From an optimization exercise on the open Yosys and OpenROAD flow, aimed at small area; shortcuts taken in it are not production practice.
In this exercise RTL edits were held to simulation tests only and were not proved equivalent to the original.
Power figures rest on the tool's default switching activity, not on a simulated workload.

== the reference run ==
==> flow/design.v <==
module qos_chan (
    input            clk,
    input            rst_n,
    input            vin,
    input      [7:0] din,
    input            en,
    output reg       v,
    output reg       sync,
    output reg [7:0] b,
    output     [7:0] cnt,
    output reg [7:0] r2
);
    reg        hunt;
    reg  [7:0] pos;
    reg  [6:0] reps;
    wire is47   = (din == 8'h47);
    wire verif  = ~hunt & (pos == 8'h4c);
    wire locked = (reps == 7'h40);
    wire jump   = hunt | verif;
    always @(posedge clk or negedge rst_n) begin
        if (!rst_n) begin
            v    <= 1'b0;
            sync <= 1'b0;
            b    <= 8'd0;
            hunt <= 1'b1;
        end else begin
            v    <= vin;
            sync <= vin & verif & is47 & locked;
            if (vin) begin
                b <= din;
                if (jump) hunt <= ~is47;
            end
        end
    end
    always @(posedge clk) begin
        if (vin) begin
            pos <= jump ? 8'h00 : {pos[6:0], ~(pos[7] ^ pos[5] ^ pos[4] ^ pos[3])};
            if (hunt)
                reps <= 7'd0;
            else if (verif & is47 & ~locked)
                reps <= {reps[5:0], ~(reps[6] ^ reps[5])};
        end
    end
    reg  [1:0] pst;
    reg        first;
    reg  [3:0] prev;
    wire [7:0] live = r2 + {7'd0, pst[1] & pst[0]};
    assign cnt = en ? 8'd0 : live;
    always @(posedge clk or negedge rst_n) begin
        if (!rst_n) begin
            pst   <= 2'd0;
            first <= 1'b1;
            r2    <= 8'd0;
        end else begin
            r2 <= cnt;
            if (en) begin
                pst   <= 2'd0;
                first <= 1'b1;
            end else begin
                case (pst)
                    2'd0: if (sync) pst <= 2'd1;
                    2'd1: if (v & pos[2]) begin
                              pst <= (b[4] & ~first & (b[3:0] != prev + 4'd1)) ? 2'd2 : 2'd0;
                              if (b[4]) first <= 1'b0;
                          end
                    2'd2: if (v) pst <= 2'd3;
                    2'd3: pst <= 2'd0;
                endcase
            end
        end
    end
    always @(posedge clk)
        if ((pst == 2'd1) & v & pos[2] & b[4])
            prev <= b[3:0];
endmodule
module main_control (
    input             clk,
    input             rstn,
    input      [31:0] err_count,    
    input      [31:0] err_reg,      
    input      [3:0]  sync,
    input             mm_write_en,
    input             mm_read_en,
    input      [7:0]  mm_addr,
    input      [31:0] mm_wdata,
    output reg [31:0] mm_rdata,
    output reg [1:0]  mux_control,
    output reg        en_reset_counter
);
    reg  [31:0] cfg;
    reg  [19:0] ic;
    reg  [3:0]  sp_q;
    reg  [1:0]  ac_q;
    reg         fall;
    wire        fb   = cfg[0];
    wire        man  = cfg[1];
    wire [1:0]  mch  = cfg[3:2];
    wire [7:0]  prio = cfg[11:4];
    wire [19:0] rt   = cfg[31:12];
    wire [3:0] sp = en_reset_counter ? 4'd0 : (sp_q | sync);
    wire hit  = (ic == rt);
    wire fire = hit & (|rt);
    always @(posedge clk)
        ic <= (hit | mm_write_en) ? 20'd0 : ic + 20'd1;
    wire [7:0] e0 = err_count[7:0];
    wire [7:0] e1 = err_count[15:8];
    wire [7:0] e2 = err_count[23:16];
    wire [7:0] e3 = err_count[31:24];
    wire lt01 = e0 < e1, eq01 = e0 == e1;
    wire lt02 = e0 < e2, eq02 = e0 == e2;
    wire lt03 = e0 < e3, eq03 = e0 == e3;
    wire lt12 = e1 < e2, eq12 = e1 == e2;
    wire lt13 = e1 < e3, eq13 = e1 == e3;
    wire lt23 = e2 < e3, eq23 = e2 == e3;
    reg [15:0] win;
    always @(*) begin
        win = {16{~fb}};
        win[{2'd0,2'd1}] = lt01 | (eq01 & ~fb);
        win[{2'd1,2'd0}] = ~(lt01 | (eq01 & fb));
        win[{2'd0,2'd2}] = lt02 | (eq02 & ~fb);
        win[{2'd2,2'd0}] = ~(lt02 | (eq02 & fb));
        win[{2'd0,2'd3}] = lt03 | (eq03 & ~fb);
        win[{2'd3,2'd0}] = ~(lt03 | (eq03 & fb));
        win[{2'd1,2'd2}] = lt12 | (eq12 & ~fb);
        win[{2'd2,2'd1}] = ~(lt12 | (eq12 & fb));
        win[{2'd1,2'd3}] = lt13 | (eq13 & ~fb);
        win[{2'd3,2'd1}] = ~(lt13 | (eq13 & fb));
        win[{2'd2,2'd3}] = lt23 | (eq23 & ~fb);
        win[{2'd3,2'd2}] = ~(lt23 | (eq23 & fb));
    end
    function [1:0] pick(input [1:0] a, input [1:0] b, input [3:0] p, input [15:0] w);
        if (!p[a])      pick = b;
        else if (!p[b]) pick = a;
        else            pick = w[{a, b}] ? a : b;
    endfunction
    wire [1:0] p0  = pick(prio[7:6], prio[5:4], sp, win);
    wire [1:0] p1  = pick(prio[3:2], prio[1:0], sp, win);
    wire [1:0] sel = pick(p0, p1, sp, win);
    always @(posedge clk or negedge rstn) begin
        if (!rstn) begin
            cfg              <= {20'd0, 8'hE4, 4'd0};
            sp_q             <= 4'd0;
            ac_q             <= 2'd0;
            mux_control      <= 2'd0;
            en_reset_counter <= 1'b0;
            fall             <= 1'b0;
        end else begin
            if (mm_write_en && mm_addr == 8'h00)
                cfg <= mm_wdata;
            sp_q <= sp;
            ac_q <= mux_control;
            if (mm_write_en) begin
                en_reset_counter <= 1'b1;
                fall             <= 1'b1;
            end else if (man) begin
                mux_control <= mch;
            end else if (fall) begin
                mux_control      <= prio[1:0];
                fall             <= 1'b0;
                en_reset_counter <= 1'b0;
            end else begin
                en_reset_counter <= fire;
                if (fire) mux_control <= sel;
            end
        end
    end
    always @(posedge clk)
        if (rstn && mm_read_en) begin
            if      (mm_addr == 8'h00) mm_rdata <= cfg;
            else if (mm_addr == 8'h01) mm_rdata <= {26'd0, sp_q, ac_q};
            else if (mm_addr == 8'h02) mm_rdata <= err_reg;
        end
endmodule
module qos_core (
    input         clk,
    input         rst_n,
    input         valid1,
    input  [7:0]  ts_data1,
    input         valid2,
    input  [7:0]  ts_data2,
    input         valid3,
    input  [7:0]  ts_data3,
    input         valid4,
    input  [7:0]  ts_data4,
    input         mm_write_en,
    input         mm_read_en,
    input  [7:0]  mm_addr,
    input  [31:0] mm_wdata,
    output [31:0] mm_rdata,
    output        valid_out,
    output        syn_out,
    output [7:0]  ts_data_out
);
    wire [3:0]  v, s;
    wire [31:0] b, cnt, r2;
    wire [1:0]  mux_control;
    wire        en_reset_counter;
    qos_chan ch1 (.clk(clk), .rst_n(rst_n), .vin(valid1), .din(ts_data1), .en(en_reset_counter),
                  .v(v[0]), .sync(s[0]), .b(b[7:0]),   .cnt(cnt[7:0]),   .r2(r2[7:0]));
    qos_chan ch2 (.clk(clk), .rst_n(rst_n), .vin(valid2), .din(ts_data2), .en(en_reset_counter),
                  .v(v[1]), .sync(s[1]), .b(b[15:8]),  .cnt(cnt[15:8]),  .r2(r2[15:8]));
    qos_chan ch3 (.clk(clk), .rst_n(rst_n), .vin(valid3), .din(ts_data3), .en(en_reset_counter),
                  .v(v[2]), .sync(s[2]), .b(b[23:16]), .cnt(cnt[23:16]), .r2(r2[23:16]));
    qos_chan ch4 (.clk(clk), .rst_n(rst_n), .vin(valid4), .din(ts_data4), .en(en_reset_counter),
                  .v(v[3]), .sync(s[3]), .b(b[31:24]), .cnt(cnt[31:24]), .r2(r2[31:24]));
    main_control main_control_inst (
        .clk(clk), .rstn(rst_n),
        .err_count(cnt), .err_reg(r2), .sync(s),
        .mm_write_en(mm_write_en), .mm_read_en(mm_read_en),
        .mm_addr(mm_addr), .mm_wdata(mm_wdata), .mm_rdata(mm_rdata),
        .mux_control(mux_control), .en_reset_counter(en_reset_counter)
    );
    assign valid_out   = v[mux_control];
    assign syn_out     = s[mux_control];
    assign ts_data_out = b[mux_control*8 +: 8];
endmodule
==> flow/config.mk <==
export PLATFORM = sky130hd
export DESIGN_NAME = qos_core
export DESIGN_NICKNAME = qos_core
export VERILOG_FILES = /design/flow/design.v
export SDC_FILE = /design/flow/constraint.sdc
export NUM_CORES = 4
export LEC_CHECK = 0
export CAP_MARGIN = 20
export CORE_MARGIN = 2
export CORE_UTILIZATION = 40
export CTS_BUF_LIST = sky130_fd_sc_hd__clkbuf_4
export CTS_CLUSTER_DIAMETER = 40
export CTS_CLUSTER_SIZE = 8
export SLEW_MARGIN = 20
==> flow/constraint.sdc <==
create_clock -name core_clock -period 8.0 [get_ports {clk}]
set_input_delay 1.6000 -clock core_clock [delete_from_list [all_inputs] [get_ports {clk}]]
set_output_delay 1.6000 -clock core_clock [all_outputs]
set_load 0.01 [all_outputs]
run.sh (not shown) runs the stock make flow with config.mk's settings and CLKGATE_MAP_FILE= SYNTH_SCRIPT=/design/flow/synth_recipe.tcl, a recipe that flattens the netlist after the stock synthesis.
[inputs] the trial run vs the reference run
Settings: CTS_BUF_LIST: sky130_fd_sc_hd__clkbuf_4 -> sky130_fd_sc_hd__clkbuf_8; CTS_CLUSTER_SIZE: 8 -> 12; CTS_CLUSTER_DIAMETER: 40 -> 60.
==> flow/flow/run.sh (new file) <==
#!/bin/bash
# Standard ORFS layout (the standard.sh, unchanged synthesis), with the
# port buffers made from the smallest buffer, sky130_fd_sc_hd__buf_1.
set -o pipefail
cd "$(dirname "$0")/.."
export BUFFER_PORTS_ARGS="-buffer_cell sky130_fd_sc_hd__buf_1"
bash standard.sh > standard.log 2>&1
==> flow/standard.sh (new file) <==
#!/bin/bash
# synth_recipe.tcl (not shown) runs the flow's synth.tcl, then flattens the netlist and writes it again
# the make line also repeats each setting of config.mk as NAME=value (left out here)
make -C /OpenROAD-flow-scripts/flow DESIGN_CONFIG=/design/flow/config.mk WORK_HOME=/design/flow/orfs CLKGATE_MAP_FILE= SYNTH_SCRIPT=/design/flow/synth_recipe.tcl "${@:-finish}"
removed: flow/run.sh
## What came out
Diff the trial run..the reference run | final-layout setup total negative slack | unchanged
The trial run ends up with a global-route usage that is 0.74 points lower than in the reference run.
Net switching fraction of the power for the trial run: 0.76 points up relative to the reference run
Taking the reference run as the reference, in the trial run power spent charging and discharging nets decreased 0.019 mW; number of diodes lost 2.

-- separate check: timing with driven ports --
Ports are ideal in the flow. The routed layouts listed here were re-timed in OpenROAD.
Step 1 sets driving cells, clkbuf_16 on the clock port and buf_2 on the other inputs (assumed; they add their load-dependent delay and slew).
Step 2 moves the port delays by t, midway between the first and last clock arrival at a register: inputs arrive t later, outputs are due t later. That takes back most of the time a late clock gives input paths.
a / b / c = ideal ports / drivers / drivers and shift; a / b = the first two.
| run | t, ns | setup slack, ns | worst hold slack (ns) |
|---|---|---|---|
| the reference run | 0.745 | 2.256 / 2.256 / 2.256 | 0.492 / 0.492 / 0.492 |
| the trial run | 0.641 | 2.283 / 2.283 / 2.283 | 0.495 / 0.495 / 0.495 |
After both steps every run listed still meets setup and hold.
